This is an optimization exercise on Yosys and OpenROAD, whose aim is small area, a short achievable clock period and few clock cycles per item, not a production implementation.
At most, simulation tests tie the RTL to the original design; equivalence was not proved.
No functional check of the RTL was part of run 1.
Power figures rest on the tool's default switching activity, not on a simulated workload.

==> flow/design.v (outline; a module is shown in full before it is edited, if it fits) <==
// module multiplicacion: 2597 lines
// module fa_cell: 4 lines
// module booth_enc: 4 lines
// module ha_cell: 4 lines
module multiplicacion #(
    parameter N = 32
    ) (
    input logic clk, rst,
    input logic valid,
    input logic [N-1:0] A, B,
    output logic [2*N-1:0] Mult,
    output logic done
    );
  // ...
==> flow/flow/run.sh <==
#!/bin/bash
set -e
cat standard.sh > standard_sh_copy.txt
export BUFFER_PORTS_ARGS="-buffer_cell sky130_fd_sc_hd__buf_4"
bash standard.sh > standard.log 2>&1
==> flow/standard.sh <==
#!/bin/bash
# synth_recipe.tcl (not shown) runs the flow's synth.tcl, then flattens the netlist and writes it again
# the make line also repeats each setting of config.mk as NAME=value (left out here)
make -C /OpenROAD-flow-scripts/flow DESIGN_CONFIG=/design/flow/config.mk WORK_HOME=/design/flow/orfs CLKGATE_MAP_FILE= SYNTH_SCRIPT=/design/flow/synth_recipe.tcl "${@:-finish}"
==> flow/config.mk <==
export PLATFORM = sky130hd
export DESIGN_NAME = multiplicacion
export DESIGN_NICKNAME = multiplicacion
export VERILOG_FILES = /design/flow/design.v
export SDC_FILE = /design/flow/constraint.sdc
export NUM_CORES = 4
export LEC_CHECK = 0
export ABC_AREA = 1
export CAP_MARGIN = 20
export CORE_MARGIN = 2
export CORE_UTILIZATION = 55
export SLEW_MARGIN = 20
export SYNTH_HIERARCHICAL = 1
==> flow/constraint.sdc <==
create_clock -name core_clock -period 5.0 [get_ports {clk}]
set_input_delay 1.0000 -clock core_clock [delete_from_list [all_inputs] [get_ports {clk}]]
set_output_delay 1.0000 -clock core_clock [all_outputs]
set_load 0.01 [all_outputs]
==> results.yml, run 1 <==
clocking:
  cts_post_setup_buffers_inserted: 0
  ctsHtreeMaxLevel: 4
  clkSinkCount: 128
  post_cts_resized: 0
  cts_buffer_depth: 2
final_layout:
  final_common_cell: "sky130_fd_sc_hd__o22ai_1"
  layout.non_clock_buffers: 305
  antennaDiodeCount: 0
  non_clock_buffer_area_share_pct: 8.12
  most-common-layout-cells: "528 x sky130_fd_sc_hd__o22ai_1, 511 x sky130_fd_sc_hd__fa_1, 501 x sky130_fd_sc_hd__xnor2_1"
  finalNetCount: 3497
  seqAreaFraction_pct: 8.85
  final.fill_count: 3997
  clock_area_share_pct: 2.24
  n_all_inverters: 313
  postLayoutCellArea_um2: 29000
hold_path:
  hp-class: "input port to flip-flop"
  timing.hold.worst_endpoint: "done"
  min-delay-start: "rst"
yosys:
  synth-seq-area-share_pct: 9.88
  xor_xnor_share_of_the_synthesized_area_pct: 18.4
  synth_compound_gate_area_share_pct: 14.1
  post_synth_instance_area_um2: 25900
grt:
  grt_busiest_layer: "met2"
  globalRoute.totalOverflow: 0
  global_route.usage.met2_pct: 62.2
  gr_layer_usage_met3_pct: 6.64
  grt_util_met1_pct: 45.1
placement:
  placedCellCount: 3367
  post-place-ws_ns: -0.00605
floorplanning:
  die_height_um: 221
  io-pin-count: 132
timing:
  rsz_0062_raised_after_global_routing: "no"
  finalWorstPathRequiredPeriod_ns: 4.55
  slew_viol_final: 0
  min_period_over_period_pct: 91.0
  max_slew.worst_pin.slew_ns: 0.802
outcome:
  status: "timing/DRC/antenna clean"
pwr:
  power_clock_mw: 1.43
  power.share.sequential_pct: 11.4
  p_per_area_nw_per_um2: 647
  clockPowerShare_pct: 7.6
setup_path:
  timing.setup.critical_path_class: "input port to flip-flop"
  critical_path_cell_count: 12
route:
  route.detailed.drc: 0
==> inputs of run 2 (changes only) <==
--- a/flow/design.v
+++ b/flow/design.v
@@ -3,96 +3,64 @@
     parameter N = 32
     ) (
     input logic clk, rst,
     input logic valid,
     input logic [N-1:0] A, B,
     output logic [2*N-1:0] Mult,
     output logic done
     );
+  logic one0;
+  logic two0;
   logic neg0;
-  logic one0_0;
-  logic two0_0;
-  logic one0_1;
-  logic two0_1;
+  logic one1;
+  logic two1;
   logic neg1;
-  logic one1_0;
-  logic two1_0;
-  logic one1_1;
-  logic two1_1;
+  logic one2;
+  logic two2;
   logic neg2;
-  logic one2_0;
-  logic two2_0;
-  logic one2_1;
-  logic two2_1;
+  logic one3;
+  logic two3;
   logic neg3;
-  logic one3_0;
-  logic two3_0;
-  logic one3_1;
-  logic two3_1;
+  logic one4;
+  logic two4;
   logic neg4;
-  logic one4_0;
-  logic two4_0;
-  logic one4_1;
-  logic two4_1;
+  logic one5;
+  logic two5;
   logic neg5;
-  logic one5_0;
-  logic two5_0;
-  logic one5_1;
-  logic two5_1;
+  logic one6;
+  logic two6;
   logic neg6;
-  logic one6_0;
-  logic two6_0;
-  logic one6_1;
-  logic two6_1;
+  logic one7;
+  logic two7;
   logic neg7;
-  logic one7_0;
-  logic two7_0;
-  logic one7_1;
-  logic two7_1;
+  logic one8;
+  logic two8;
   logic neg8;
-  logic one8_0;
-  logic two8_0;
-  logic one8_1;
-  logic two8_1;
+  logic one9;
+  logic two9;
   logic neg9;
-  logic one9_0;
-  logic two9_0;
-  logic one9_1;
-  logic two9_1;
+  logic one10;
+  logic two10;
   logic neg10;
-  logic one10_0;
-  logic two10_0;
-  logic one10_1;
-  logic two10_1;
+  logic one11;
+  logic two11;
   logic neg11;
-  logic one11_0;
-  logic two11_0;
-  logic one11_1;
-  logic two11_1;
+  logic one12;
+  logic two12;
   logic neg12;
-  logic one12_0;
-  logic two12_0;
-  logic one12_1;
-  logic two12_1;
+  logic one13;
+  logic two13;
   logic neg13;
-  logic one13_0;
-  logic two13_0;
-  logic one13_1;
-  logic two13_1;
+  logic one14;
+  logic two14;
   logic neg14;
-  logic one14_0;
-  logic two14_0;
-  logic one14_1;
-  logic two14_1;
+  logic one15;
+  logic two15;
   logic neg15;
-  logic one15_0;
-  logic two15_0;
-  logic one15_1;
-  logic two15_1;
   logic s1;
   logic c2;
   logic s3;
   logic c4;
   logic s5;
   logic c6;
   logic s7;
   logic c8;
@@ -1502,128 +1470,128 @@
   logic q119;
   logic q120;
   logic q121;
   logic q122;
   logic q123;
   logic q124;
   logic q125;
   logic q126;
+  assign one0 = B[0] ^ 1'b0;
+  assign two0 = (B[1] & ~B[0] & ~1'b0) | (~B[1] & B[0] & 1'b0);
   logic [32:0] pp0;
-  booth_enc u_enc0_0 (.lo(1'b0), .mid(B[0]), .hi(B[1]), .one(one0_0), .two(two0_0));
-  booth_enc u_enc0_1 (.lo(1'b0), .mid(B[0]), .hi(B[1]), .one(one0_1), .two(two0_1));
   logic [33:0] ax0;
   assign ax0 = {1'b0, A, 1'b0} ^ {34{B[1]}};
   assign neg0 = B[1] & ~(B[0] & 1'b0);
-  assign pp0 = (ax0[33:1] & {{17{one0_1}}, {16{one0_0}}}) | (ax0[32:0] & {{17{two0_1}}, {16{two0_0}}});
+  assign pp0 = (ax0[33:1] & {33{one0}}) | (ax0[32:0] & {33{two0}});
+  assign one1 = B[2] ^ B[1];
+  assign two1 = (B[3] & ~B[2] & ~B[1]) | (~B[3] & B[2] & B[1]);
   logic [32:0] pp1;
-  booth_enc u_enc1_0 (.lo(B[1]), .mid(B[2]), .hi(B[3]), .one(one1_0), .two(two1_0));
-  booth_enc u_enc1_1 (.lo(B[1]), .mid(B[2]), .hi(B[3]), .one(one1_1), .two(two1_1));
   logic [33:0] ax1;
   assign ax1 = {1'b0, A, 1'b0} ^ {34{B[3]}};
   assign neg1 = B[3] & ~(B[2] & B[1]);
-  assign pp1 = (ax1[33:1] & {{17{one1_1}}, {16{one1_0}}}) | (ax1[32:0] & {{17{two1_1}}, {16{two1_0}}});
+  assign pp1 = (ax1[33:1] & {33{one1}}) | (ax1[32:0] & {33{two1}});
+  assign one2 = B[4] ^ B[3];
+  assign two2 = (B[5] & ~B[4] & ~B[3]) | (~B[5] & B[4] & B[3]);
   logic [32:0] pp2;
-  booth_enc u_enc2_0 (.lo(B[3]), .mid(B[4]), .hi(B[5]), .one(one2_0), .two(two2_0));
-  booth_enc u_enc2_1 (.lo(B[3]), .mid(B[4]), .hi(B[5]), .one(one2_1), .two(two2_1));
   logic [33:0] ax2;
   assign ax2 = {1'b0, A, 1'b0} ^ {34{B[5]}};
   assign neg2 = B[5] & ~(B[4] & B[3]);
-  assign pp2 = (ax2[33:1] & {{17{one2_1}}, {16{one2_0}}}) | (ax2[32:0] & {{17{two2_1}}, {16{two2_0}}});
+  assign pp2 = (ax2[33:1] & {33{one2}}) | (ax2[32:0] & {33{two2}});
+  assign one3 = B[6] ^ B[5];
+  assign two3 = (B[7] & ~B[6] & ~B[5]) | (~B[7] & B[6] & B[5]);
   logic [32:0] pp3;
-  booth_enc u_enc3_0 (.lo(B[5]), .mid(B[6]), .hi(B[7]), .one(one3_0), .two(two3_0));
-  booth_enc u_enc3_1 (.lo(B[5]), .mid(B[6]), .hi(B[7]), .one(one3_1), .two(two3_1));
   logic [33:0] ax3;
   assign ax3 = {1'b0, A, 1'b0} ^ {34{B[7]}};
   assign neg3 = B[7] & ~(B[6] & B[5]);
-  assign pp3 = (ax3[33:1] & {{17{one3_1}}, {16{one3_0}}}) | (ax3[32:0] & {{17{two3_1}}, {16{two3_0}}});
+  assign pp3 = (ax3[33:1] & {33{one3}}) | (ax3[32:0] & {33{two3}});
+  assign one4 = B[8] ^ B[7];
+  assign two4 = (B[9] & ~B[8] & ~B[7]) | (~B[9] & B[8] & B[7]);
   logic [32:0] pp4;
-  booth_enc u_enc4_0 (.lo(B[7]), .mid(B[8]), .hi(B[9]), .one(one4_0), .two(two4_0));
-  booth_enc u_enc4_1 (.lo(B[7]), .mid(B[8]), .hi(B[9]), .one(one4_1), .two(two4_1));
   logic [33:0] ax4;
   assign ax4 = {1'b0, A, 1'b0} ^ {34{B[9]}};
   assign neg4 = B[9] & ~(B[8] & B[7]);
-  assign pp4 = (ax4[33:1] & {{17{one4_1}}, {16{one4_0}}}) | (ax4[32:0] & {{17{two4_1}}, {16{two4_0}}});
+  assign pp4 = (ax4[33:1] & {33{one4}}) | (ax4[32:0] & {33{two4}});
+  assign one5 = B[10] ^ B[9];
+  assign two5 = (B[11] & ~B[10] & ~B[9]) | (~B[11] & B[10] & B[9]);
   logic [32:0] pp5;
-  booth_enc u_enc5_0 (.lo(B[9]), .mid(B[10]), .hi(B[11]), .one(one5_0), .two(two5_0));
-  booth_enc u_enc5_1 (.lo(B[9]), .mid(B[10]), .hi(B[11]), .one(one5_1), .two(two5_1));
   logic [33:0] ax5;
   assign ax5 = {1'b0, A, 1'b0} ^ {34{B[11]}};
   assign neg5 = B[11] & ~(B[10] & B[9]);
-  assign pp5 = (ax5[33:1] & {{17{one5_1}}, {16{one5_0}}}) | (ax5[32:0] & {{17{two5_1}}, {16{two5_0}}});
+  assign pp5 = (ax5[33:1] & {33{one5}}) | (ax5[32:0] & {33{two5}});
+  assign one6 = B[12] ^ B[11];
+  assign two6 = (B[13] & ~B[12] & ~B[11]) | (~B[13] & B[12] & B[11]);
   logic [32:0] pp6;
-  booth_enc u_enc6_0 (.lo(B[11]), .mid(B[12]), .hi(B[13]), .one(one6_0), .two(two6_0));
-  booth_enc u_enc6_1 (.lo(B[11]), .mid(B[12]), .hi(B[13]), .one(one6_1), .two(two6_1));
   logic [33:0] ax6;
   assign ax6 = {1'b0, A, 1'b0} ^ {34{B[13]}};
   assign neg6 = B[13] & ~(B[12] & B[11]);
-  assign pp6 = (ax6[33:1] & {{17{one6_1}}, {16{one6_0}}}) | (ax6[32:0] & {{17{two6_1}}, {16{two6_0}}});
+  assign pp6 = (ax6[33:1] & {33{one6}}) | (ax6[32:0] & {33{two6}});
+  assign one7 = B[14] ^ B[13];
+  assign two7 = (B[15] & ~B[14] & ~B[13]) | (~B[15] & B[14] & B[13]);
   logic [32:0] pp7;
-  booth_enc u_enc7_0 (.lo(B[13]), .mid(B[14]), .hi(B[15]), .one(one7_0), .two(two7_0));
-  booth_enc u_enc7_1 (.lo(B[13]), .mid(B[14]), .hi(B[15]), .one(one7_1), .two(two7_1));
   logic [33:0] ax7;
   assign ax7 = {1'b0, A, 1'b0} ^ {34{B[15]}};
   assign neg7 = B[15] & ~(B[14] & B[13]);
-  assign pp7 = (ax7[33:1] & {{17{one7_1}}, {16{one7_0}}}) | (ax7[32:0] & {{17{two7_1}}, {16{two7_0}}});
+  assign pp7 = (ax7[33:1] & {33{one7}}) | (ax7[32:0] & {33{two7}});
+  assign one8 = B[16] ^ B[15];
+  assign two8 = (B[17] & ~B[16] & ~B[15]) | (~B[17] & B[16] & B[15]);
   logic [32:0] pp8;
-  booth_enc u_enc8_0 (.lo(B[15]), .mid(B[16]), .hi(B[17]), .one(one8_0), .two(two8_0));
-  booth_enc u_enc8_1 (.lo(B[15]), .mid(B[16]), .hi(B[17]), .one(one8_1), .two(two8_1));
   logic [33:0] ax8;
   assign ax8 = {1'b0, A, 1'b0} ^ {34{B[17]}};
   assign neg8 = B[17] & ~(B[16] & B[15]);
-  assign pp8 = (ax8[33:1] & {{17{one8_1}}, {16{one8_0}}}) | (ax8[32:0] & {{17{two8_1}}, {16{two8_0}}});
+  assign pp8 = (ax8[33:1] & {33{one8}}) | (ax8[32:0] & {33{two8}});
+  assign one9 = B[18] ^ B[17];
+  assign two9 = (B[19] & ~B[18] & ~B[17]) | (~B[19] & B[18] & B[17]);
   logic [32:0] pp9;
-  booth_enc u_enc9_0 (.lo(B[17]), .mid(B[18]), .hi(B[19]), .one(one9_0), .two(two9_0));
-  booth_enc u_enc9_1 (.lo(B[17]), .mid(B[18]), .hi(B[19]), .one(one9_1), .two(two9_1));
   logic [33:0] ax9;
   assign ax9 = {1'b0, A, 1'b0} ^ {34{B[19]}};
   assign neg9 = B[19] & ~(B[18] & B[17]);
-  assign pp9 = (ax9[33:1] & {{17{one9_1}}, {16{one9_0}}}) | (ax9[32:0] & {{17{two9_1}}, {16{two9_0}}});
+  assign pp9 = (ax9[33:1] & {33{one9}}) | (ax9[32:0] & {33{two9}});
+  assign one10 = B[20] ^ B[19];
+  assign two10 = (B[21] & ~B[20] & ~B[19]) | (~B[21] & B[20] & B[19]);
   logic [32:0] pp10;
-  booth_enc u_enc10_0 (.lo(B[19]), .mid(B[20]), .hi(B[21]), .one(one10_0), .two(two10_0));
-  booth_enc u_enc10_1 (.lo(B[19]), .mid(B[20]), .hi(B[21]), .one(one10_1), .two(two10_1));
   logic [33:0] ax10;
   assign ax10 = {1'b0, A, 1'b0} ^ {34{B[21]}};
   assign neg10 = B[21] & ~(B[20] & B[19]);
-  assign pp10 = (ax10[33:1] & {{17{one10_1}}, {16{one10_0}}}) | (ax10[32:0] & {{17{two10_1}}, {16{two10_0}}});
+  assign pp10 = (ax10[33:1] & {33{one10}}) | (ax10[32:0] & {33{two10}});
+  assign one11 = B[22] ^ B[21];
+  assign two11 = (B[23] & ~B[22] & ~B[21]) | (~B[23] & B[22] & B[21]);
   logic [32:0] pp11;
-  booth_enc u_enc11_0 (.lo(B[21]), .mid(B[22]), .hi(B[23]), .one(one11_0), .two(two11_0));
-  booth_enc u_enc11_1 (.lo(B[21]), .mid(B[22]), .hi(B[23]), .one(one11_1), .two(two11_1));
   logic [33:0] ax11;
   assign ax11 = {1'b0, A, 1'b0} ^ {34{B[23]}};
   assign neg11 = B[23] & ~(B[22] & B[21]);
-  assign pp11 = (ax11[33:1] & {{17{one11_1}}, {16{one11_0}}}) | (ax11[32:0] & {{17{two11_1}}, {16{two11_0}}});
+  assign pp11 = (ax11[33:1] & {33{one11}}) | (ax11[32:0] & {33{two11}});
+  assign one12 = B[24] ^ B[23];
+  assign two12 = (B[25] & ~B[24] & ~B[23]) | (~B[25] & B[24] & B[23]);
   logic [32:0] pp12;
-  booth_enc u_enc12_0 (.lo(B[23]), .mid(B[24]), .hi(B[25]), .one(one12_0), .two(two12_0));
-  booth_enc u_enc12_1 (.lo(B[23]), .mid(B[24]), .hi(B[25]), .one(one12_1), .two(two12_1));
   logic [33:0] ax12;
   assign ax12 = {1'b0, A, 1'b0} ^ {34{B[25]}};
   assign neg12 = B[25] & ~(B[24] & B[23]);
-  assign pp12 = (ax12[33:1] & {{17{one12_1}}, {16{one12_0}}}) | (ax12[32:0] & {{17{two12_1}}, {16{two12_0}}});
+  assign pp12 = (ax12[33:1] & {33{one12}}) | (ax12[32:0] & {33{two12}});
+  assign one13 = B[26] ^ B[25];
+  assign two13 = (B[27] & ~B[26] & ~B[25]) | (~B[27] & B[26] & B[25]);
   logic [32:0] pp13;
-  booth_enc u_enc13_0 (.lo(B[25]), .mid(B[26]), .hi(B[27]), .one(one13_0), .two(two13_0));
-  booth_enc u_enc13_1 (.lo(B[25]), .mid(B[26]), .hi(B[27]), .one(one13_1), .two(two13_1));
   logic [33:0] ax13;
   assign ax13 = {1'b0, A, 1'b0} ^ {34{B[27]}};
   assign neg13 = B[27] & ~(B[26] & B[25]);
-  assign pp13 = (ax13[33:1] & {{17{one13_1}}, {16{one13_0}}}) | (ax13[32:0] & {{17{two13_1}}, {16{two13_0}}});
+  assign pp13 = (ax13[33:1] & {33{one13}}) | (ax13[32:0] & {33{two13}});
+  assign one14 = B[28] ^ B[27];
+  assign two14 = (B[29] & ~B[28] & ~B[27]) | (~B[29] & B[28] & B[27]);
   logic [32:0] pp14;
-  booth_enc u_enc14_0 (.lo(B[27]), .mid(B[28]), .hi(B[29]), .one(one14_0), .two(two14_0));
-  booth_enc u_enc14_1 (.lo(B[27]), .mid(B[28]), .hi(B[29]), .one(one14_1), .two(two14_1));
   logic [33:0] ax14;
   assign ax14 = {1'b0, A, 1'b0} ^ {34{B[29]}};
   assign neg14 = B[29] & ~(B[28] & B[27]);
-  assign pp14 = (ax14[33:1] & {{17{one14_1}}, {16{one14_0}}}) | (ax14[32:0] & {{17{two14_1}}, {16{two14_0}}});
+  assign pp14 = (ax14[33:1] & {33{one14}}) | (ax14[32:0] & {33{two14}});
+  assign one15 = B[30] ^ B[29];
+  assign two15 = (B[31] & ~B[30] & ~B[29]) | (~B[31] & B[30] & B[29]);
   logic [32:0] pp15;
-  booth_enc u_enc15_0 (.lo(B[29]), .mid(B[30]), .hi(B[31]), .one(one15_0), .two(two15_0));
-  booth_enc u_enc15_1 (.lo(B[29]), .mid(B[30]), .hi(B[31]), .one(one15_1), .two(two15_1));
   logic [33:0] ax15;
   assign ax15 = {1'b0, A, 1'b0} ^ {34{B[31]}};
   assign neg15 = B[31] & ~(B[30] & B[29]);
-  assign pp15 = (ax15[33:1] & {{17{one15_1}}, {16{one15_0}}}) | (ax15[32:0] & {{17{two15_1}}, {16{two15_0}}});
+  assign pp15 = (ax15[33:1] & {33{one15}}) | (ax15[32:0] & {33{two15}});
   logic [31:0] pp16;
   assign pp16 = A & {32{B[31]}};
   ha_cell u_s1 (.a(neg12), .b(pp0[24]), .s(s1), .co(c2));
   ha_cell u_s3 (.a(pp0[25]), .b(pp1[23]), .s(s3), .co(c4));
   fa_cell u_s5 (.a(neg13), .b(pp0[26]), .c(pp1[24]), .s(s5), .co(c6));
   ha_cell u_s7 (.a(pp2[22]), .b(pp3[20]), .s(s7), .co(c8));
   fa_cell u_s9 (.a(pp0[27]), .b(pp1[25]), .c(pp2[23]), .s(s9), .co(c10));
   ha_cell u_s11 (.a(pp3[21]), .b(pp4[19]), .s(s11), .co(c12));
@@ -2595,16 +2563,12 @@
     q125 <= s1049;
     q126 <= s1051;
   end
 endmodule
 module fa_cell (input logic a, b, c, output logic s, co);
   assign s = a ^ b ^ c;
   assign co = (a & b) | (a & c) | (b & c);
 endmodule
-module booth_enc (input logic lo, mid, hi, output logic one, two);
-  assign one = mid ^ lo;
-  assign two = (hi & ~mid & ~lo) | (~hi & mid & lo);
-endmodule
 module ha_cell (input logic a, b, output logic s, co);
   assign s = a ^ b;
   assign co = a & b;
 endmodule
==> flow/flow/run.sh (replaced) <==
#!/bin/bash
set -e
cat standard.sh > standard_sh_copy.txt
export BUFFER_PORTS_ARGS="-buffer_cell sky130_fd_sc_hd__buf_2"
bash standard.sh > standard.log 2>&1
==> run 2 against run 1 <==
Against the previous run: clock power decreased by 17%; power decreased by 6.7%; die area decreased by 2.5%; worst hold slack got worse by 0.0019 ns; global-route usage increased by 0.11 points; cell count decreased by 4.9%; wire length decreased by 4.8%; sequential power about the same; first-iteration DRC count decreased by 1.9%; setup slack improved by 0.023 ns; combinational power decreased by 7%.
==> results.yml, run 2 <==
grt:
  gr_layer_usage_met3_pct: 7.13
  grt_start_max_net_pins: 34
  grt_use_total_pct: 37.1
  first_global_vias: 21500
  global_route.usage.met2_pct: 62.2
  grt_pass1_wl_um: 129000
  grt_busiest_layer: "met2"
  antenna_found_initial: 1
  grt_util_met1_pct: 45.3
  globalRoute.totalOverflow: 0
yosys:
  synthesis.instances: 2488
  xor_xnor_share_of_the_synthesized_area_pct: 17.3
  synth-seq-area-share_pct: 10.1
  synth_top_area_share_pct: 40.5
  synth_async_sr_flop_share_pct: 0
  yosys-mux-area-fraction_pct: 0
  ys_ff_latch: 128
  post_synth_instance_area_um2: 25300
  cell_with_the_most_instances_after_synthesis: "sky130_fd_sc_hd__fa_1"
  synth_top_cells_by_area: "sky130_fd_sc_hd__fa_1 41%, sky130_fd_sc_hd__xnor2_1 17%, sky130_fd_sc_hd__o22ai_1 12%, sky130_fd_sc_hd__dfxtp_1 10%, sky130_fd_sc_hd__ha_1 7.7%"
  synth-adder-area-share_pct: 48.2
  synth_compound_gate_area_share_pct: 14.6
  ys.flop_type: "sky130_fd_sc_hd__dfxtp_1"
  post-synth-top-area-cell: "sky130_fd_sc_hd__fa_1"
  synth.top_cells.by_count: "511 x sky130_fd_sc_hd__fa_1, 499 x sky130_fd_sc_hd__o22ai_1, 489 x sky130_fd_sc_hd__xnor2_1"
  main_combinational_cell_family_by_area_after_synthesis: "adder cells"
  synth_enable_flop_cells: 0
  synth.distinct_cells: 32
  synth-simple-area-share_pct: 3.32
  synth.yosys.warnings: 7
  post_synth.cell_area_avg_um2: 10.2
route:
  detailedRoute.firstPassIterationCount: 7
  route.vias.total: 20200
  drt-total-wl_um: 84100
  route.detailed.drc: 0
  vias_per_cell: 6.24
  route.detailed.wl_per_inst_um: 26.0
  drt_initial_violations: 1864
  final_antenna_net_count: 0
floorplanning:
  num_rows: 78
  die_w_um: 218
  fp.coreArea_um2: 45400
  die_height_um: 218
  io-pin-count: 132
  start_util_pct: 55.7
  floorplan.die_area_um2: 47700
pwr:
  cellLeakagePower_nw: 11.7
  vdd_drop_max_mv: 0.809
  p_per_area_nw_per_um2: 622
clocking:
  clk_root_buffer_cell: "sky130_fd_sc_hd__clkbuf_16"
  cts.hold.buffers_added: 0
  ctsHtreeMaxLevel: 4
  cts_post_setup_buffers_inserted: 0
  clkSinkCount: 128
  cts.clk_slew.worst_paths_ns: 0.06
  tritoncts_buffer_count: 17
  cts_buffer_depth: 2
  cts_tree: "yes"
  post_cts_resized: 0
timing:
  min_period_over_period_pct: 90.6
  slew_viol_final: 0
  finalSetupViolCount: 0
  max_slew.worst_pin.slew_ns: 0.761
  achievable-frequency_ghz: 0.221
  maxSlewHeadroom_pct: 48.7
  fin_worst_hold_slack_ns: 0.668
  rsz_0062_raised_after_global_routing: "no"
  timing.final.hold_violations: 0
  finalWorstPathRequiredPeriod_ns: 4.53
  final_critical_path_setup_slack_ns: 0.470
outcome:
  status: "timing/DRC/antenna clean"
hold_path:
  min-delay-start: "rst"
  timing.hold.worst_endpoint: "done"
  hp-class: "input port to flip-flop"
  min_path_cells: 2
run:
  max_cap_viol_count: 0
placement:
  post-place-ws_ns: -0.0326
  detailed_place_hpwl_um: 70100
  port_buffers: 131
  post_dp_cell_area_um2: 27600
  place_congestion: 0.979
setup_path:
  worstPathArrival_ns: 4.87
  timing.setup.critical_path_class: "input port to flip-flop"
  path_max_fanout: 14
  worst_setup_path_end_kind: "flip-flop"
  worst_ep_required_time_ns: 5.34
  worst_setup_path_start_kind: "input port"
final_layout:
  postLayoutCellArea_um2: 28100
  most-common-layout-cells: "511 x sky130_fd_sc_hd__fa_1, 499 x sky130_fd_sc_hd__o22ai_1, 489 x sky130_fd_sc_hd__xnor2_1"
  final_common_cell: "sky130_fd_sc_hd__fa_1"
  area.growth.synth_to_final_pct: 11.2
  post_route_cells_drive_above_1_share_pct: 14.0
  finalNetCount: 3350
run 2: cell types whose count changed after synthesis, moves of 4 or more:
cell / delta
sky130_fd_sc_hd__ha_1: +15
sky130_fd_sc_hd__inv_1: -98
sky130_fd_sc_hd__clkinv_1: -32
sky130_fd_sc_hd__nand3_1: -49
sky130_fd_sc_hd__clkbuf_1: +31
sky130_fd_sc_hd__o22ai_1: -29
sky130_fd_sc_hd__o21ai_0: +16
sky130_fd_sc_hd__nor2_1: +30
sky130_fd_sc_hd__xnor2_1: -12
sky130_fd_sc_hd__a31oi_1: +12
sky130_fd_sc_hd__a21oi_1: +9
sky130_fd_sc_hd__buf_2: +4
sky130_fd_sc_hd__xor2_1: -32
run 2: worst max-delay path: stages:
cell                      delay [ns]
sky130_fd_sc_hd__buf_2          0.15
sky130_fd_sc_hd__buf_4          0.29
sky130_fd_sc_hd__nand3_1        0.12
sky130_fd_sc_hd__nand2_1        0.08
sky130_fd_sc_hd__inv_1          0.05
sky130_fd_sc_hd__buf_4          0.14
sky130_fd_sc_hd__buf_4          0.19
sky130_fd_sc_hd__o22ai_1        0.19
sky130_fd_sc_hd__ha_1           0.30
sky130_fd_sc_hd__fa_1           0.58
sky130_fd_sc_hd__fa_1           0.44
sky130_fd_sc_hd__fa_1           0.40
sky130_fd_sc_hd__fa_1           0.50
sky130_fd_sc_hd__fa_1           0.44
run 2: report_power, final:
part | switching, mW | leakage [nW] | total [mW] | internal, mW
clock | 0.549 | 0.257 | 1.19 | 0.644
combinational | 7.80 | 10.4 | 14.2 | 6.36
sequential | 0.280 | 1.08 | 2.12 | 1.84
total | 8.63 | 11.7 | 17.5 | 8.84
run 2: routing by layer:
layer,share of wire (%),vias up
li1,-,8753
met5,0,-
met3,6.9,270
met4,5.6,0
met1,38,10200
met2,49,973
run 2: final cells by class:
class	count	area, um2
clock buffers	20	447
fillers	3861	17300
inverters	184	691
flip-flops and latches	128	2560
well taps	600	751
clock inverters	12	86.3
repair buffers	318	2430
diodes	1	2.50
multi-input cells	1968	21100
run 2: cell families (layout without fill, tap and decap cells):
| kind of cell | after synthesis | in the layout |
|---|---|---|
| fa+ha+maj | 666 | 666 |
| flops | 128 | 128 |
| compound gates | 595 | 595 |
| other cells | 1 | 17 |
| buf+inv | 407 | 534 |
| xor+xnor | 500 | 500 |
| simple gates | 191 | 191 |
run 2: metrics by stage:
stage	setup TNS (ns)	power, mW	std cells	util, %
floorplan	0	11.8	2503	-
global placement	0	16.0	3198	60.7
detailed placement	-0.0987	16.5	3198	60.7
CTS	0	17.8	3230	61.9
global route	0	19.5	3231	61.9
finish	0	17.5	3231	61.9
run 2: modules after synthesis (local to each module, per instance):
module          flip-flops and latches  cells inside
fa_cell                              0             1
ha_cell                              0             1
multiplicacion                     128          1962
run 2: how the worst max path moves through the flow:
| stage | depth (start not counted) | slack [ns] | to | from |
|---|---|---|---|---|
| final | 14 | 0.47 | q33 | B[17] |
| after global routing | 14 | 0.32 | q101 | B[5] |
| after CTS | 18 | 0.47 | Mult[63] | q15 |
| after detailed placement | 14 | -0.03 | q95 | B[17] |
| after global placement | 11 | 0.03 | q33 | B[5] |
| after floorplan | 13 | 0.14 | q96 | B[3] |
Testbench counts of run 2, summed over its fixed seeds: cycles 2,408, items 2,400.
==> inputs of run 3 (changes only) <==
==> flow/flow/run.sh (replaced) <==
#!/bin/bash
set -e
cat standard.sh > standard_sh_copy.txt
export BUFFER_PORTS_ARGS="-buffer_cell sky130_fd_sc_hd__buf_4"
bash standard.sh > standard.log 2>&1
--- a/flow/config.mk
+++ b/flow/config.mk
@@ -10,4 +10,5 @@
 export CORE_MARGIN = 2
 export CORE_UTILIZATION = 55
+export GPL_TIMING_DRIVEN = 0
 export SLEW_MARGIN = 20
 export SYNTH_HIERARCHICAL = 1
==> run 3 against run 2 <==
Against the previous run: maximum frequency is 9.8% lower; sequential power hardly changed; setup slack worse by 0.49 ns; area after synthesis stayed put; highest routed layer is now met5; synthesized cell count stayed put; count of clock-buffer cells in the layout is 1 lower; now fails the layout checks on setup timing; sequential cell count stayed put; sequential share of layout area is 0.15 points higher; die area stayed put; power is 6.4% higher; final area is 1.6% lower.
==> results.yml, run 3 <==
placement:
  port_buffers: 130
  detailed_place_hpwl_um: 74300
  place_congestion: 1.02
  post-place-ws_ns: -1.18
outcome:
  violations: "setup timing"
  status: "failed layout checks"
setup_path:
  setup.worst_path.end: "q94"
  path_max_fanout: 10
  worst_setup_path_end_kind: "flip-flop"
  worst_ep_required_time_ns: 5.32
  timing.setup.critical_path_class: "input port to flip-flop"
  worst_setup_path_start_kind: "input port"
  worstPathArrival_ns: 5.34
  timing.critical_path.from: "B[3]"
run:
  max_cap_viol_count: 0
floorplanning:
  num_rows: 78
  fp.coreArea_um2: 45400
  floorplan.die_area_um2: 47700
  io-pin-count: 132
  die_w_um: 218
  start_util_pct: 55.7
  die_height_um: 218
route:
  vias_per_cell: 6.35
  route.vias.total: 20500
  final_antenna_net_count: 0
  drt-total-wl_um: 88400
  detailedRoute.firstPassIterationCount: 5
  route.detailed.wl_per_inst_um: 27.3
  drt_initial_violations: 2393
  route.detailed.drc: 0
hold_path:
  min-delay-start: "B[1]"
  hp-class: "input port to flip-flop"
timing:
  max_slew.worst_pin.slew_ns: 0.849
  final_critical_path_setup_slack_ns: -0.0210
  fin_worst_hold_slack_ns: 0.651
  finalSetupViolCount: 1
  min_period_over_period_pct: 100
  rsz_0062_raised_after_global_routing: "no"
  finalWorstPathRequiredPeriod_ns: 5.02
  setup_total_negative_slack_ns: -0.0210
  slew_viol_final: 0
  maxSlewHeadroom_pct: 42.8
  timing.final.hold_violations: 0
  achievable-frequency_ghz: 0.199
clocking:
  cts_buffer_depth: 2
  clk_root_buffer_cell: "sky130_fd_sc_hd__clkbuf_16"
  cts_tree: "yes"
  cts.clk_slew.worst_paths_ns: 0.06
  clkSinkCount: 128
  tritoncts_buffer_count: 17
  ctsHtreeMaxLevel: 4
yosys:
  synthesis.instances: 2488
  ys_ff_latch: 128
  cell_with_the_most_instances_after_synthesis: "sky130_fd_sc_hd__fa_1"
  synth_top_area_share_pct: 40.5
  synth.top_cells.by_count: "511 x sky130_fd_sc_hd__fa_1, 499 x sky130_fd_sc_hd__o22ai_1, 489 x sky130_fd_sc_hd__xnor2_1"
  post-synth-top-area-cell: "sky130_fd_sc_hd__fa_1"
  synth_top_cells_by_area: "sky130_fd_sc_hd__fa_1 41%, sky130_fd_sc_hd__xnor2_1 17%, sky130_fd_sc_hd__o22ai_1 12%, sky130_fd_sc_hd__dfxtp_1 10%, sky130_fd_sc_hd__ha_1 7.7%"
  synth.distinct_cells: 32
  post_synth_instance_area_um2: 25300
  post_synth.cell_area_avg_um2: 10.2
  synth_enable_flop_cells: 0
  synth_async_sr_flop_share_pct: 0
  synth-seq-area-share_pct: 10.1
  ys.flop_type: "sky130_fd_sc_hd__dfxtp_1"
  synth.yosys.warnings: 7
final_layout:
  post_route_cells_drive_above_1_share_pct: 11.9
  finalNetCount: 3354
  final_common_cell: "sky130_fd_sc_hd__fa_1"
  post-route-util_pct: 60.9
  multi_input_comb_area_um2: 21200
  area.growth.synth_to_final_pct: 9.49
  regArea_um2: 2560
  most-common-layout-cells: "510 x sky130_fd_sc_hd__fa_1, 497 x sky130_fd_sc_hd__o22ai_1, 488 x sky130_fd_sc_hd__xnor2_1"
  final.fill_count: 3960
pwr:
  p_per_area_nw_per_um2: 672
  vdd_drop_max_mv: 0.932
  design_power_total_mw: 18.6
  cellLeakagePower_nw: 11.4
grt:
  grt_use_total_pct: 38.4
  first_global_vias: 21400
  grt_start_max_net_pins: 34
  globalRoute.totalOverflow: 0
  antenna_found_initial: 1
  grt_pass1_wl_um: 131000
==> run 3: cell counts after synthesis <==
Identical to the previous run, type by type.
==> run 3: worst min-delay path by stage <==
stage / depth (start not counted) / slack [ns] / endpoint
2_1_floorplan: 0 / 1.03 / q0
3_3_place_gp: 1 / 1.13 / q0
3_5_place_dp: 1 / 1.13 / q0
4_1_cts: 1 / 0.62 / q0
5_1_grt: 1 / 0.63 / q0
6_report: 1 / 0.65 / q0
==> run 3: kinds of logic (layout without fill, tap and decap cells) <==
| family | after synthesis | in the layout | synth area share, % |
|---|---|---|---|
| buf+inv | 407 | 538 | 6.45 |
| flops | 128 | 128 | 10.1 |
| compound gates | 595 | 595 | 14.6 |
| fa+ha+maj | 666 | 666 | 48.2 |
| xor+xnor | 500 | 500 | 17.3 |
| other cells | 1 | 17 | 0.0148 |
| simple gates | 191 | 191 | 3.32 |
==> run 3: power by group <==
group / switching, mW / total [mW] / internal (mW)
logic: 8.21 / 15.2 / 6.98
clock network: 0.529 / 1.30 / 0.768
registers: 0.255 / 2.09 / 1.84
==> run 3: repair_timing <==
item,4_1_cts,5_1_grt
pin swaps,0,0
resized for setup,31,52
hold endpoints to repair,0,0
hold buffers,0,0
setup endpoints to repair,39,26
buffers inserted,1,0
==> run 3: final cells by class <==
| cell class | count | share of cell area (%) |
|---|---|---|
| clock inverters | 13 | 0.547 |
| diodes | 1 | 0.00905 |
| inverters | 184 | 2.52 |
| well taps | 600 | 2.71 |
| clock buffers | 19 | 1.64 |
| multi-input cells | 1968 | 76.5 |
| repair buffers | 131 | 3.57 |
| flip-flops and latches | 128 | 9.27 |
| plain buffers | 191 | 3.23 |
==> run 3: critical path: stages <==
cell and delay [ns]:
sky130_fd_sc_hd__buf_4 0.12, sky130_fd_sc_hd__clkbuf_2 0.19, sky130_fd_sc_hd__buf_2 0.28, sky130_fd_sc_hd__xnor2_1 0.44, sky130_fd_sc_hd__o22ai_1 0.17, sky130_fd_sc_hd__fa_1 0.61
sky130_fd_sc_hd__fa_1 0.47, sky130_fd_sc_hd__fa_1 0.55, sky130_fd_sc_hd__fa_1 0.48, sky130_fd_sc_hd__fa_1 0.52, sky130_fd_sc_hd__fa_1 0.49
==> run 3: Yosys stat by module (local to each module, per instance) <==
module / cells inside / copies in the design / flops+latches / cell area, um2
fa_cell: 1 / 480 / 0 / 20.0
ha_cell: 1 / 46 / 0 / 12.5
multiplicacion: 1962 / 1 / 128 / 15100
==> run 3: routing by layer <==
metal	vias to the layer above	part of all wire, %	track usage, %	routed length, um
met5	-	0.015	0	13
met4	2	5.1	18.4	4510
met2	1170	47	61.7	41500
met3	242	9.4	8.50	8290
met1	10400	39	49.5	34100
li1	8742	-	-	-
==> run 3: through the flow <==
| step | std cells | cell area [um2] |
|---|---|---|
| 2_1_floorplan | 2503 | 25300 |
| 3_5_place_dp | 3233 | 27000 |
| 6_report | 3235 | 27700 |
| 3_3_place_gp | 3233 | 27000 |
| 4_1_cts | 3238 | 27600 |
| 5_1_grt | 3234 | 27700 |
==> inputs of run 4 (changes only) <==
--- a/flow/config.mk
+++ b/flow/config.mk
@@ -10,5 +10,5 @@
 export CORE_MARGIN = 2
 export CORE_UTILIZATION = 55
-export GPL_TIMING_DRIVEN = 0
+export SETUP_SLACK_MARGIN = 0.65
 export SLEW_MARGIN = 20
 export SYNTH_HIERARCHICAL = 1
==> run 4 against run 3 <==
Against the previous run: the run now finishes clean; combinational power about the same; first-iteration DRC count decreased by 16%; setup slack improved by 0.69 ns; global-route usage decreased by 1.1 points; clock power decreased by 7%; critical path type unchanged; synthesized cell count unchanged.
==> results.yml, run 4 <==
grt:
  grt_start_max_net_pins: 34
  grt_use_total_pct: 37.3
  antenna_found_initial: 1
  grt_pass1_wl_um: 130000
  first_global_vias: 21500
  globalRoute.totalOverflow: 0
yosys:
  ys_ff_latch: 128
  synth-seq-area-share_pct: 10.1
  synth_top_area_share_pct: 40.5
  synth.yosys.warnings: 7
  cell_with_the_most_instances_after_synthesis: "sky130_fd_sc_hd__fa_1"
  synth_top_cells_by_area: "sky130_fd_sc_hd__fa_1 41%, sky130_fd_sc_hd__xnor2_1 17%, sky130_fd_sc_hd__o22ai_1 12%, sky130_fd_sc_hd__dfxtp_1 10%, sky130_fd_sc_hd__ha_1 7.7%"
  post_synth_instance_area_um2: 25300
  post-synth-top-area-cell: "sky130_fd_sc_hd__fa_1"
  synthesis.instances: 2488
  synth.top_cells.by_count: "511 x sky130_fd_sc_hd__fa_1, 499 x sky130_fd_sc_hd__o22ai_1, 489 x sky130_fd_sc_hd__xnor2_1"
  synth_enable_flop_cells: 0
  synth_async_sr_flop_share_pct: 0
  post_synth.cell_area_avg_um2: 10.2
  ys.flop_type: "sky130_fd_sc_hd__dfxtp_1"
  synth.distinct_cells: 32
final_layout:
  postLayoutCellArea_um2: 29600
  finalNetCount: 3329
  area.growth.synth_to_final_pct: 17.1
  antennaDiodeCount: 0
  final.fill_count: 3733
  post-route-util_pct: 65.2
  final_common_cell: "sky130_fd_sc_hd__fa_1"
  post_route_cells_drive_above_1_share_pct: 21.7
  most-common-layout-cells: "464 x sky130_fd_sc_hd__fa_1, 451 x sky130_fd_sc_hd__xnor2_1, 442 x sky130_fd_sc_hd__o22ai_1"
route:
  met3_wirelength_um: 6630
  m1WireLength_um: 32600
  vias_per_cell: 6.36
  detailedRoute.firstPassIterationCount: 6
  dr.max_layer_used: "met4"
  route.detailed.drc: 0
  drt-total-wl_um: 86200
  final_antenna_net_count: 0
  route.met2.wl_um: 42100
  drt_initial_violations: 2006
  route.vias.total: 20400
  route.detailed.wl_per_inst_um: 26.9
clocking:
  tritoncts_buffer_count: 17
  clk_root_buffer_cell: "sky130_fd_sc_hd__clkbuf_16"
  clkSinkCount: 128
  ctsHtreeMaxLevel: 4
  cts.clk_slew.worst_paths_ns: 0.06
  cts_buffer_depth: 2
  cts_tree: "yes"
timing:
  maxSlewHeadroom_pct: 49.8
  final_critical_path_setup_slack_ns: 0.671
  rsz_0062_raised_after_global_routing: "yes"
  max_slew.worst_pin.slew_ns: 0.750
  slew_viol_final: 0
  finalWorstPathRequiredPeriod_ns: 4.33
  finalSetupViolCount: 0
  timing.final.hold_violations: 0
  achievable-frequency_ghz: 0.231
  min_period_over_period_pct: 86.6
  setup_total_negative_slack_ns: 0
placement:
  post_dp_cell_area_um2: 27900
  post-place-ws_ns: 0.00112
  place_congestion: 0.948
  detailed_place_hpwl_um: 69400
  port_buffers: 131
setup_path:
  setup.worst_path.end: "q99"
  worst_ep_required_time_ns: 5.36
  worstPathArrival_ns: 4.69
  worst_setup_path_end_kind: "flip-flop"
  timing.setup.critical_path_class: "input port to flip-flop"
  path_max_fanout: 15
  timing.critical_path.from: "B[11]"
  worst_setup_path_start_kind: "input port"
pwr:
  design_power_total_mw: 18.8
  p_per_area_nw_per_um2: 635
  cellLeakagePower_nw: 12.0
  vdd_drop_max_mv: 1.06
floorplanning:
  die_height_um: 218
  start_util_pct: 55.7
  die_w_um: 218
  io-pin-count: 132
  fp.coreArea_um2: 45400
  floorplan.die_area_um2: 47700
  num_rows: 78
hold_path:
  hp-class: "input port to flip-flop"
outcome:
  status: "timing/DRC/antenna clean"
run:
  max_cap_viol_count: 0
run 4: cell count changes in the layout (fill, tap and decap cells not counted), sizes merged, moves of 10 or more:
cell / change
buf: +75
clkbuf: -101
clkinv: +10
inv: -10
run 4: final cells by class:
type	instances	area, um2	share of cell area, %
Clock buffer	21	460	1.56
Clock inverter	10	87.6	0.296
Inverter	184	772	2.61
Multi-Input combinational cell	1968	22400	75.6
Sequential cell	128	2570	8.69
Tap cell	600	751	2.54
Timing Repair Buffer	294	2550	8.63
Timing Repair inverter	3	17.5	0.0592
run 4: metrics by stage:
stage / std cells / hold WS [ns]
finish: 3208 / 0.667
global placement: 3154 / 1.16
CTS: 3192 / 0.638
detailed placement: 3154 / 1.16
global route: 3208 / 0.656
floorplan: 2503 / 1.03
run 4: critical path, cell delays in order:
cell                       delay (ns)
sky130_fd_sc_hd__buf_4           0.12
sky130_fd_sc_hd__buf_12          0.17
sky130_fd_sc_hd__nand3_1         0.08
sky130_fd_sc_hd__nand2_1         0.14
sky130_fd_sc_hd__clkinv_4        0.12
sky130_fd_sc_hd__buf_8           0.15
sky130_fd_sc_hd__o22ai_4         0.11
sky130_fd_sc_hd__fa_2            0.47
sky130_fd_sc_hd__fa_2            0.55
sky130_fd_sc_hd__fa_2            0.44
sky130_fd_sc_hd__fa_2            0.35
sky130_fd_sc_hd__fa_1            0.49
sky130_fd_sc_hd__fa_1            0.49
run 4: how the worst min path moves through the flow:
stage / from / endpoint / slack (ns) / cells after the start
final: rst / done / 0.67 / 2
after global routing: rst / done / 0.66 / 2
after CTS: rst / done / 0.64 / 2
after detailed placement: rst / done / 1.16 / 2
after global placement: rst / done / 1.16 / 2
after floorplan: B[1] / q0 / 1.03 / 0
run 4: what timing repair did:
action | 4_1_cts | 5_1_grt
hold buffers | 0 | 0
setup buffers | 6 | 12
pin swaps | 5 | 41
cloned | 1 | 4
resized for setup | 25 | 152
endpoints found under the setup margin | 22 | 46
run 4: metal layers:
layer	vias to the layer above	GRT usage (%)
met5	-	0
met4	0	19.7
met3	271	6.22
met2	1037	62.1
met1	10400	46.8
li1	8703	-
run 4: cells by family after synthesis:
kind of cell	share of synthesized area, %
fa+ha+maj	48.2
compound gates	14.6
buf+inv	6.45
xor+xnor	17.3
simple gates	3.32
other cells	0.0148
flops	10.1
run 4: per-module statistics from Yosys (local to each module, per instance):
module	flops+latches	cells	area, um2	times used
fa_cell	0	1	20.0	480
ha_cell	0	1	12.5	46
multiplicacion	128	1962	15100	1
run 4: report_power, final:
group / switching (mW) / internal, mW
combinational: 8.09 / 7.28
clock: 0.512 / 0.700
sequential: 0.340 / 1.84
==> inputs of run 5 (changes only) <==
--- a/flow/config.mk
+++ b/flow/config.mk
@@ -9,6 +9,5 @@
 export CAP_MARGIN = 20
 export CORE_MARGIN = 2
-export CORE_UTILIZATION = 55
-export SETUP_SLACK_MARGIN = 0.65
+export CORE_UTILIZATION = 70
 export SLEW_MARGIN = 20
 export SYNTH_HIERARCHICAL = 1
==> run 5 against run 4 <==
Against the previous run: largest cell class unchanged; sequential power fell by 2%; still clean on timing, DRC and antenna; sequential share of layout area increased by 0.51 points; critical path depth is 3 lower; critical endpoint is now q94; count of clock-buffer cells in the layout increased by 1; synthesized cell count stayed put; non-clock buffer count is 4 lower; cell count is 4.5% lower; critical path type unchanged; via count is 3.0% higher.
==> results.yml, run 5 <==
clocking:
  cts_buffer_depth: 2
  tritoncts_buffer_count: 17
  cts.hold.buffers_added: 0
  post_cts_resized: 0
  cts_post_setup_buffers_inserted: 0
  cts_tree: "yes"
  cts.clk_slew.worst_paths_ns: 0.07
  ctsHtreeMaxLevel: 4
  clkSinkCount: 128
  clk_root_buffer_cell: "sky130_fd_sc_hd__clkbuf_16"
yosys:
  synth.yosys.warnings: 7
  cell_with_the_most_instances_after_synthesis: "sky130_fd_sc_hd__fa_1"
  synth-seq-area-share_pct: 10.1
  post_synth.cell_area_avg_um2: 10.2
  synth.top_cells.by_count: "511 x sky130_fd_sc_hd__fa_1, 499 x sky130_fd_sc_hd__o22ai_1, 489 x sky130_fd_sc_hd__xnor2_1"
  synth_enable_flop_cells: 0
  post-synth-top-area-cell: "sky130_fd_sc_hd__fa_1"
  ys.flop_type: "sky130_fd_sc_hd__dfxtp_1"
  synthesis.instances: 2488
  ys_ff_latch: 128
  synth_top_cells_by_area: "sky130_fd_sc_hd__fa_1 41%, sky130_fd_sc_hd__xnor2_1 17%, sky130_fd_sc_hd__o22ai_1 12%, sky130_fd_sc_hd__dfxtp_1 10%, sky130_fd_sc_hd__ha_1 7.7%"
  synth_async_sr_flop_share_pct: 0
  synth.distinct_cells: 32
  synth_top_area_share_pct: 40.5
  post_synth_instance_area_um2: 25300
floorplanning:
  start_util_pct: 71.0
  num_rows: 69
  fp.coreArea_um2: 35600
  die_w_um: 194
  die_height_um: 194
  io-pin-count: 132
  floorplan.die_area_um2: 37600
timing:
  min_period_over_period_pct: 91.8
  finalWorstPathRequiredPeriod_ns: 4.59
  achievable-frequency_ghz: 0.218
  rsz_0062_raised_after_global_routing: "no"
  fin_worst_hold_slack_ns: 0.685
  final_critical_path_setup_slack_ns: 0.408
  timing.final.hold_violations: 0
  finalSetupViolCount: 0
  slew_viol_final: 0
  max_slew.worst_pin.slew_ns: 0.603
  maxSlewHeadroom_pct: 59.4
placement:
  detailed_place_hpwl_um: 66200
  post-place-ws_ns: -0.00337
  place_congestion: 1.02
  port_buffers: 131
  post_dp_cell_area_um2: 27300
  placedCellCount: 3031
route:
  drt-total-wl_um: 82300
  route.vias.total: 21000
  route.detailed.wl_per_inst_um: 26.9
  final_antenna_net_count: 0
  vias_per_cell: 6.86
  drt_initial_violations: 2627
  route.detailed.drc: 0
  detailedRoute.firstPassIterationCount: 7
grt:
  grt_start_max_net_pins: 33
  grt_pass1_wl_um: 128000
  grt_use_total_pct: 45.5
  first_global_vias: 22500
  globalRoute.totalOverflow: 0
  antenna_found_initial: 0
run:
  max_cap_viol_count: 0
final_layout:
  post-route-util_pct: 78.4
  finalNetCount: 3322
  postLayoutCellArea_um2: 27900
  area.growth.synth_to_final_pct: 10.4
  stdcell_count: 3063
  post_route_cells_drive_above_1_share_pct: 13.1
  most-common-layout-cells: "511 x sky130_fd_sc_hd__fa_1, 499 x sky130_fd_sc_hd__o22ai_1, 489 x sky130_fd_sc_hd__xnor2_1"
  final_common_cell: "sky130_fd_sc_hd__fa_1"
setup_path:
  timing.setup.critical_path_class: "input port to flip-flop"
  worstPathArrival_ns: 4.93
  path_max_fanout: 13
  worst_setup_path_end_kind: "flip-flop"
  worst_ep_required_time_ns: 5.34
  worst_setup_path_start_kind: "input port"
outcome:
  status: "timing/DRC/antenna clean"
pwr:
  vdd_drop_max_mv: 1.18
  cellLeakagePower_nw: 11.6
  p_per_area_nw_per_um2: 651
hold_path:
  hp-class: "input port to flip-flop"
-- run 5: changes by cell type in the layout (fill, tap and decap cells not counted), sizes merged --
cell      before  now
clkinv        12    3
inv          178  184
buf          292  290
clkinvlp       6    4
bufinv         1    2
clkbuf        23   22
diode          0    1
-- run 5: kinds of logic (layout without fill, tap and decap cells) --
family	after synthesis	in the layout	share of synthesized area, %
fa+ha+maj	666	666	48.2
buf+inv	407	505	6.45
compound gates	595	595	14.6
flops	128	128	10.1
simple gates	191	191	3.32
xor+xnor	500	500	17.3
other cells	1	17	0.0148
-- run 5: through the flow --
step           power [mW]  setup TNS, ns
2_1_floorplan        11.8              0
3_3_place_gp         16.2              0
3_5_place_dp         16.9       -0.00337
4_1_cts              18.3              0
5_1_grt              20.1              0
6_report             18.2              0
-- run 5: where the power goes --
group | leakage (nW) | switching, mW | internal, mW
Sequential | 1.08 | 0.294 | 1.84
Combinational | 10.3 | 7.87 | 6.87
Clock | 0.274 | 0.524 | 0.767
-- run 5: critical path, stage by stage --
cell	delay (ns)
sky130_fd_sc_hd__buf_4	0.12
sky130_fd_sc_hd__ha_1	0.28
sky130_fd_sc_hd__inv_1	0.41
sky130_fd_sc_hd__o22ai_1	0.22
sky130_fd_sc_hd__fa_1	0.49
sky130_fd_sc_hd__fa_1	0.60
sky130_fd_sc_hd__fa_1	0.45
sky130_fd_sc_hd__fa_1	0.39
sky130_fd_sc_hd__fa_1	0.51
sky130_fd_sc_hd__fa_1	0.46
-- run 5: final timing paths --
check | startpoint | to | slack, ns | cells after the start
min | rst | done | 0.68 | 2
max | B[5] | q94 | 0.41 | 10
-- run 5: modules after synthesis, one instance, submodules excluded --
module          cell area (um2)  copies in the design
multiplicacion            15100                     1
ha_cell                    12.5                    46
fa_cell                    20.0                   480
-- run 5: metal layers --
layer	share of wire (%)	global-route usage, %	wire, um
met5	0	0	0
met2	47	73.0	38400
met4	8.5	31.7	6970
met1	33	53.7	27400
met3	12	12.3	9520
-- run 5: layout make-up --
cell class | count | area, um2
tap | 461 | 577
antenna | 1 | 2.50
fill | 2371 | 7690
inverter | 184 | 691
clock inverter | 9 | 109
multi-input combinational | 1968 | 21100
clock buffer | 22 | 474
sequential | 128 | 2560
timing repair buffer | 290 | 2340
==> inputs of run 6 (changes only) <==
--- a/flow/config.mk
+++ b/flow/config.mk
@@ -6,8 +6,8 @@
 export NUM_CORES = 4
 export LEC_CHECK = 0
-export ABC_AREA = 1
+export ABC_AREA = 0
 export CAP_MARGIN = 20
 export CORE_MARGIN = 2
-export CORE_UTILIZATION = 70
+export CORE_UTILIZATION = 55
 export SLEW_MARGIN = 20
 export SYNTH_HIERARCHICAL = 1
==> run 6 against run 5 <==
Against the previous run: the layout now fails its checks (setup timing); cell count increased by 41%; sequential cell count unchanged; global-route usage decreased by 1.0 points; critical path type is now flip-flop to output pin; largest power group unchanged; highest routed layer is now met5.
==> results.yml, run 6 <==
clocking:
  cts_tree: "yes"
  cts.clk_slew.worst_paths_ns: 0.06
  clkSinkCount: 128
  ctsHtreeMaxLevel: 4
  clk_root_buffer_cell: "sky130_fd_sc_hd__clkbuf_16"
  tritoncts_buffer_count: 17
  cts.hold.buffers_added: 0
  cts_buffer_depth: 2
pwr:
  cellLeakagePower_nw: 13.9
  design_power_total_mw: 19.7
  vdd_drop_max_mv: 0.612
  p_per_area_nw_per_um2: 584
route:
  route.detailed.wl_per_inst_um: 29.0
  vias_per_cell: 7.19
  drt-total-wl_um: 125000
  drt_initial_violations: 4671
  route.detailed.drc: 0
  route.vias.total: 31000
  detailedRoute.firstPassIterationCount: 8
  final_antenna_net_count: 0
grt:
  grt_use_total_pct: 44.5
  grt_pass1_wl_um: 187000
  antenna_found_initial: 1
  first_global_vias: 29800
  globalRoute.totalOverflow: 0
  grt_start_max_net_pins: 68
placement:
  place_congestion: 1.00
  detailed_place_hpwl_um: 94300
  port_buffers: 131
hold_path:
  hp-class: "input port to flip-flop"
  min-delay-start: "rst"
run:
  max_cap_viol_count: 0
final_layout:
  area.growth.synth_to_final_pct: 13.4
  post_route_cells_drive_above_1_share_pct: 16.6
  most-common-layout-cells: "892 x sky130_fd_sc_hd__a21oi_1, 504 x sky130_fd_sc_hd__fa_1, 450 x sky130_fd_sc_hd__nor2_1"
  finalNetCount: 4329
  antennaDiodeCount: 0
  final_common_cell: "sky130_fd_sc_hd__a21oi_1"
yosys:
  post_synth_instance_area_um2: 29800
  synth-seq-area-share_pct: 8.60
  synth.yosys.warnings: 7
  synth.top_cells.by_count: "898 x sky130_fd_sc_hd__a21oi_1, 511 x sky130_fd_sc_hd__fa_1, 504 x sky130_fd_sc_hd__clkbuf_1"
  ys.flop_type: "sky130_fd_sc_hd__dfxtp_1"
  cell_with_the_most_instances_after_synthesis: "sky130_fd_sc_hd__a21oi_1"
  synth.distinct_cells: 45
  synth_top_area_share_pct: 34.3
  post-synth-top-area-cell: "sky130_fd_sc_hd__fa_1"
  synth_enable_flop_cells: 0
  synth_top_cells_by_area: "sky130_fd_sc_hd__fa_1 34%, sky130_fd_sc_hd__a21oi_1 15%, sky130_fd_sc_hd__a221oi_1 13%, sky130_fd_sc_hd__dfxtp_1 8.6%, sky130_fd_sc_hd__ha_1 6.5%"
  ys_ff_latch: 128
  synth_async_sr_flop_share_pct: 0
  post_synth.cell_area_avg_um2: 8.25
  synthesis.instances: 3612
timing:
  fin_worst_hold_slack_ns: 0.653
  min_period_over_period_pct: 104
  max_slew.worst_pin.slew_ns: 1.03
  timing.final.hold_violations: 0
  slew_viol_final: 0
  maxSlewHeadroom_pct: 31.5
  achievable-frequency_ghz: 0.193
  rsz_0062_raised_after_global_routing: "yes"
  finalSetupViolCount: 20
  final_critical_path_setup_slack_ns: -0.185
  finalWorstPathRequiredPeriod_ns: 5.18
setup_path:
  worst_setup_path_start_kind: "flip-flop"
  timing.critical_path.from: "q5"
  worstPathArrival_ns: 4.18
  timing.setup.critical_path_class: "flip-flop to output pin"
  worst_setup_path_end_kind: "output pin"
  path_max_fanout: 3
  worst_ep_required_time_ns: 4.00
floorplanning:
  floorplan.die_area_um2: 56000
  io-pin-count: 132
  die_height_um: 237
  die_w_um: 237
  num_rows: 85
  start_util_pct: 55.5
  fp.coreArea_um2: 53700
outcome:
  status: "failed layout checks"
  violations: "setup timing"
-- run 6: cell types whose count changed after synthesis, moves of 50 or more --
cell                       previous run  this run
sky130_fd_sc_hd__o21ai_0             16        67
sky130_fd_sc_hd__a22o_1               0        63
sky130_fd_sc_hd__clkbuf_1           141       504
sky130_fd_sc_hd__a21oi_1             44       898
sky130_fd_sc_hd__o22ai_1            499         0
sky130_fd_sc_hd__xnor2_1            489        22
sky130_fd_sc_hd__nor2_1              49       450
sky130_fd_sc_hd__a221oi_1             0       436
sky130_fd_sc_hd__buf_2               81         0
sky130_fd_sc_hd__inv_1              183       133
-- run 6: per-module statistics from Yosys (local to each module, per instance) --
module,flops+latches,times used,cells inside,cell area (um2)
ha_cell,0,46,1,12.5
multiplicacion,128,1,3086,19600
fa_cell,0,480,1,20.0
-- run 6: path summary, 6_finish.rpt --
path	endpoint	cells after the start
max	Mult[54]	14
min	done	2
-- run 6: cell families after synthesis --
logic type / share of synthesized area, %
compound gates: 32.3
fa+ha+maj: 40.8
buf+inv: 8.38
simple gates: 7.90
flops: 8.60
xor+xnor: 0.970
mux: 1.04
other cells: 0.0126
-- run 6: where the power goes --
group          switching [mW]  internal (mW)
Sequential              0.355           1.81
Clock                   0.587          0.810
Combinational            8.68           7.51
-- run 6: metal layers --
metal,GRT usage [%],share of wire (%),vias to the layer above
met5,0,0.0096,-
met4,33.4,9.3,2
met3,9.27,11,599
met2,70.0,45,2456
met1,54.1,35,15000
li1,-,-,12900
-- run 6: cell type report --
cell class	count	area (um2)
clock buffers	20	457
multi-input cells	2834	25100
well taps	696	871
fillers	4553	19900
flip-flops and latches	128	2570
clock inverters	12	158
repair buffers	482	4150
inverters	133	499
-- run 6: critical path, stage by stage (launching register included) --
cell	delay, ns
sky130_fd_sc_hd__dfxtp_2	0.33
sky130_fd_sc_hd__ha_4	0.26
sky130_fd_sc_hd__o211ai_1	0.12
sky130_fd_sc_hd__o211a_1	0.30
sky130_fd_sc_hd__or4b_4	0.58
sky130_fd_sc_hd__a2111oi_4	0.35
sky130_fd_sc_hd__clkbuf_16	0.23
sky130_fd_sc_hd__buf_6	0.10
sky130_fd_sc_hd__o21bai_4	0.06
sky130_fd_sc_hd__buf_4	0.14
sky130_fd_sc_hd__o21ba_4	0.27
sky130_fd_sc_hd__o21ai_4	0.19
sky130_fd_sc_hd__a31o_1	0.18
sky130_fd_sc_hd__fa_1	0.43
sky130_fd_sc_hd__buf_6	0.14
-- run 6: what timing repair did --
action	CTS	global route
setup buffers	10	5
endpoints found under the setup margin	19	26
pin swaps	27	28
resized for setup	45	31
-- run 6: metrics by stage --
step	instance area [um2]	util [%]	cells	setup slack (ns)	TNS, ns
after floorplan	29800	-	3627	0.00449	0
after global placement	32800	61.0	4259	-0.209	-3.03
after detailed placement	32800	61.0	4259	-0.219	-3.90
after CTS	33600	62.6	4301	-0.209	-1.94
after global routing	33800	62.9	4305	-0.284	-4.39
final	33800	62.9	4305	-0.185	-2.05
==> inputs of run 7 (changes only) <==
--- a/flow/config.mk
+++ b/flow/config.mk
@@ -6,5 +6,5 @@
 export NUM_CORES = 4
 export LEC_CHECK = 0
-export ABC_AREA = 0
+export ABC_AREA = 1
 export CAP_MARGIN = 20
 export CORE_MARGIN = 2
==> run 7 against run 6 <==
Against the previous run: now clean on timing, DRC and antenna; first-iteration DRC count down 59%; sequential share of layout area up 1.5 points; sequential cell count unchanged; core utilization down 0.74 points; critical path depth down 1; largest cell class unchanged; via count down 35%; setup slack better by 0.71 ns; maximum frequency up 16%; critical endpoint is now q101; combinational power down 9.9%.
==> results.yml, run 7 <==
outcome:
  status: "timing/DRC/antenna clean"
hold_path:
  hp-class: "input port to flip-flop"
  min-delay-start: "rst"
clocking:
  ctsHtreeMaxLevel: 4
  clkSinkCount: 128
  cts_buffer_depth: 2
  tritoncts_buffer_count: 17
  cts.clk_slew.worst_paths_ns: 0.06
  clk_root_buffer_cell: "sky130_fd_sc_hd__clkbuf_16"
  cts_tree: "yes"
  cts.hold.buffers_added: 0
  cts_post_setup_buffers_inserted: 0
  post_cts_resized: 0
timing:
  maxSlewHeadroom_pct: 53.6
  achievable-frequency_ghz: 0.223
  fin_worst_hold_slack_ns: 0.672
  max_slew.worst_pin.slew_ns: 0.689
  finalWorstPathRequiredPeriod_ns: 4.48
  rsz_0062_raised_after_global_routing: "no"
  slew_viol_final: 0
  min_period_over_period_pct: 89.5
  timing.final.hold_violations: 0
  setup_total_negative_slack_ns: 0
  finalSetupViolCount: 0
  final_critical_path_setup_slack_ns: 0.525
pwr:
  p_per_area_nw_per_um2: 638
  clockPowerShare_pct: 7.3
  design_power_total_mw: 18.0
  power.switching_fraction_pct: 47.5
  power.share.sequential_pct: 11.8
  vdd_drop_max_mv: 0.939
  comb_power_share_pct: 80.9
  power_report.internal_total_mw: 9.45
  cellLeakagePower_nw: 11.7
  net-switching-power_mw: 8.56
route:
  route.detailed.wl_per_inst_um: 26.3
  drt-total-wl_um: 84500
  route.detailed.drc: 0
  detailedRoute.firstPassIterationCount: 6
  vias_per_cell: 6.28
  drt_initial_violations: 1932
  route.vias.total: 20200
  final_antenna_net_count: 0
grt:
  first_global_vias: 21700
  grt_start_max_net_pins: 33
  gr_layer_usage_met3_pct: 7.06
  grt_util_met1_pct: 45.3
  global_route.usage.met2_pct: 61.3
  grt_busiest_layer: "met2"
  globalRoute.totalOverflow: 0
  grt_use_total_pct: 37.2
  antenna_found_initial: 0
  grt_pass1_wl_um: 129000
final_layout:
  post_route_cells_drive_above_1_share_pct: 13.6
  regArea_um2: 2560
  most-common-layout-cells: "511 x sky130_fd_sc_hd__fa_1, 499 x sky130_fd_sc_hd__o22ai_1, 489 x sky130_fd_sc_hd__xnor2_1"
  final.fill_count: 3885
  multi_input_comb_area_um2: 21100
  area.growth.synth_to_final_pct: 11.7
  finalNetCount: 3337
  post-route-util_pct: 62.2
  final_common_cell: "sky130_fd_sc_hd__fa_1"
  antennaDiodeCount: 0
floorplanning:
  io-pin-count: 132
  start_util_pct: 55.7
  fp.coreArea_um2: 45400
  die_w_um: 218
  num_rows: 78
  floorplan.die_area_um2: 47700
  die_height_um: 218
yosys:
  synthesis.instances: 2488
  synth_async_sr_flop_share_pct: 0
  synth_top_cells_by_area: "sky130_fd_sc_hd__fa_1 41%, sky130_fd_sc_hd__xnor2_1 17%, sky130_fd_sc_hd__o22ai_1 12%, sky130_fd_sc_hd__dfxtp_1 10%, sky130_fd_sc_hd__ha_1 7.7%"
  post_synth_instance_area_um2: 25300
  post-synth-top-area-cell: "sky130_fd_sc_hd__fa_1"
  synth.distinct_cells: 32
  ys_ff_latch: 128
  synth-seq-area-share_pct: 10.1
  synth_top_area_share_pct: 40.5
  ys.flop_type: "sky130_fd_sc_hd__dfxtp_1"
  synth.yosys.warnings: 7
  post_synth.cell_area_avg_um2: 10.2
  synth_enable_flop_cells: 0
  cell_with_the_most_instances_after_synthesis: "sky130_fd_sc_hd__fa_1"
  synth.top_cells.by_count: "511 x sky130_fd_sc_hd__fa_1, 499 x sky130_fd_sc_hd__o22ai_1, 489 x sky130_fd_sc_hd__xnor2_1"
placement:
  detailed_place_hpwl_um: 69900
  place_congestion: 0.983
  post-place-ws_ns: 0.0736
  port_buffers: 131
setup_path:
  worstPathArrival_ns: 4.83
  critPathMaxStageDelay_ns: 0.53
  path_max_fanout: 17
  critical_path_buf_inv_count: 4
  worst_setup_path_start_kind: "input port"
  cpMaxStageDelayCell: "sky130_fd_sc_hd__fa_1"
  worst_ep_required_time_ns: 5.36
  timing.setup.critical_path_class: "input port to flip-flop"
  critical-path-top-delay-family: "adder cells"
  critical-path-top-cell-by-count: "sky130_fd_sc_hd__fa_1"
  timing.critical_path.from: "B[7]"
  critical_path.cell_chain: "buf_4 > inv_1 > nand2_1 > nand2_1 > inv_1 > buf_12 > o22ai_1 > fa_1 > fa_1 > fa_1 > fa_1 > fa_1 > fa_1"
  worst_setup_path_end_kind: "flip-flop"
run:
  max_cap_viol_count: 0
-- run 7: cell count changes in the layout (fill, tap and decap cells not counted), sizes merged, moves of 176 or more --
cell	change
a221oi	-436
nor2	-400
xnor2	+467
a21oi	-852
buf	-176
o22ai	+499
-- run 7: power groups by stage --
stage          combinational, mW  clock, mW  sequential [mW]
5_1_grt                     16.6       1.38             2.17
6_report                    14.6       1.31             2.13
4_1_cts                     14.9       1.35             2.13
3_3_place_gp                14.5          0             2.15
3_5_place_dp                14.8          0             2.15
2_1_floorplan               9.77          0             2.04
-- run 7: area by class of cell --
| class | count | area share, % |
|---|---|---|
| inverters | 184 | 2.45 |
| clock inverters | 12 | 0.568 |
| repair buffers | 305 | 8.82 |
| flip-flops and latches | 128 | 9.08 |
| well taps | 600 | 2.66 |
| clock buffers | 18 | 1.56 |
| multi-input cells | 1968 | 74.9 |
-- run 7: per-module statistics from Yosys (local to each module, per instance) --
module / area (um2) / flip-flops and latches
fa_cell: 20.0 / 0
ha_cell: 12.5 / 0
multiplicacion: 15100 / 128
-- run 7: worst paths after layout --
check / to / cells after the start / slack (ns)
max: q101 / 13 / 0.52
min: done / 2 / 0.67
-- run 7: logic make-up after synthesis --
| group | share of synthesized area [%] |
|---|---|
| other | 0.0148 |
| buffers and inverters | 6.45 |
| AO/OA/AOI/OAI | 14.6 |
| flip-flops | 10.1 |
| AND/OR/NAND/NOR | 3.32 |
| adder cells (fa/ha/maj) | 48.2 |
| XOR/XNOR | 17.3 |
-- run 7: metrics by stage --
| stage | std cells | instance area (um2) |
|---|---|---|
| finish | 3215 | 28200 |
| global route | 3215 | 28200 |
| CTS | 3215 | 28200 |
| detailed placement | 3185 | 27600 |
| global placement | 3185 | 27600 |
| floorplan | 2503 | 25300 |
-- run 7: metal layers --
metal | part of all wire (%) | vias up
met4 | 6.9 | 0
met2 | 48 | 1062
met3 | 7.6 | 304
met1 | 37 | 10100
met5 | 0 | -
li1 | - | 8703

## separate check: timing with driven ports
In the flow no input, the clock included, has a driving cell. The finished layouts below were timed again as built, in two steps. Step 1: set_driving_cell puts a clkbuf_16 on clk and a buf_2 on each other input, an assumption about the parent block. Step 2 also shifts input and output timing later by t, the mid clock arrival at the registers, as if the neighbouring blocks saw the same clock. Slacks: ideal ports / drivers / drivers and shift; pairs: ideal ports / drivers.
run | shift t [ns] | slack for setup (ns)
run 1 | 0.540 | 0.448 / 0.474 / -0.059
run 2 | 0.553 | 0.470 / 0.509 / -0.044
run 3 | 0.532 | -0.021 / 0.017 / -0.515
run 4 | 0.546 | 0.671 / 0.625 / 0.109
run 5 | 0.524 | 0.408 / 0.435 / -0.089
run 6 | 0.557 | -0.185 / -0.250 / -0.376
run 7 | 0.538 | 0.525 / 0.548 / 0.010
Met with ideal ports but missed after step 2: setup timing in run 1, run 2 and run 5.
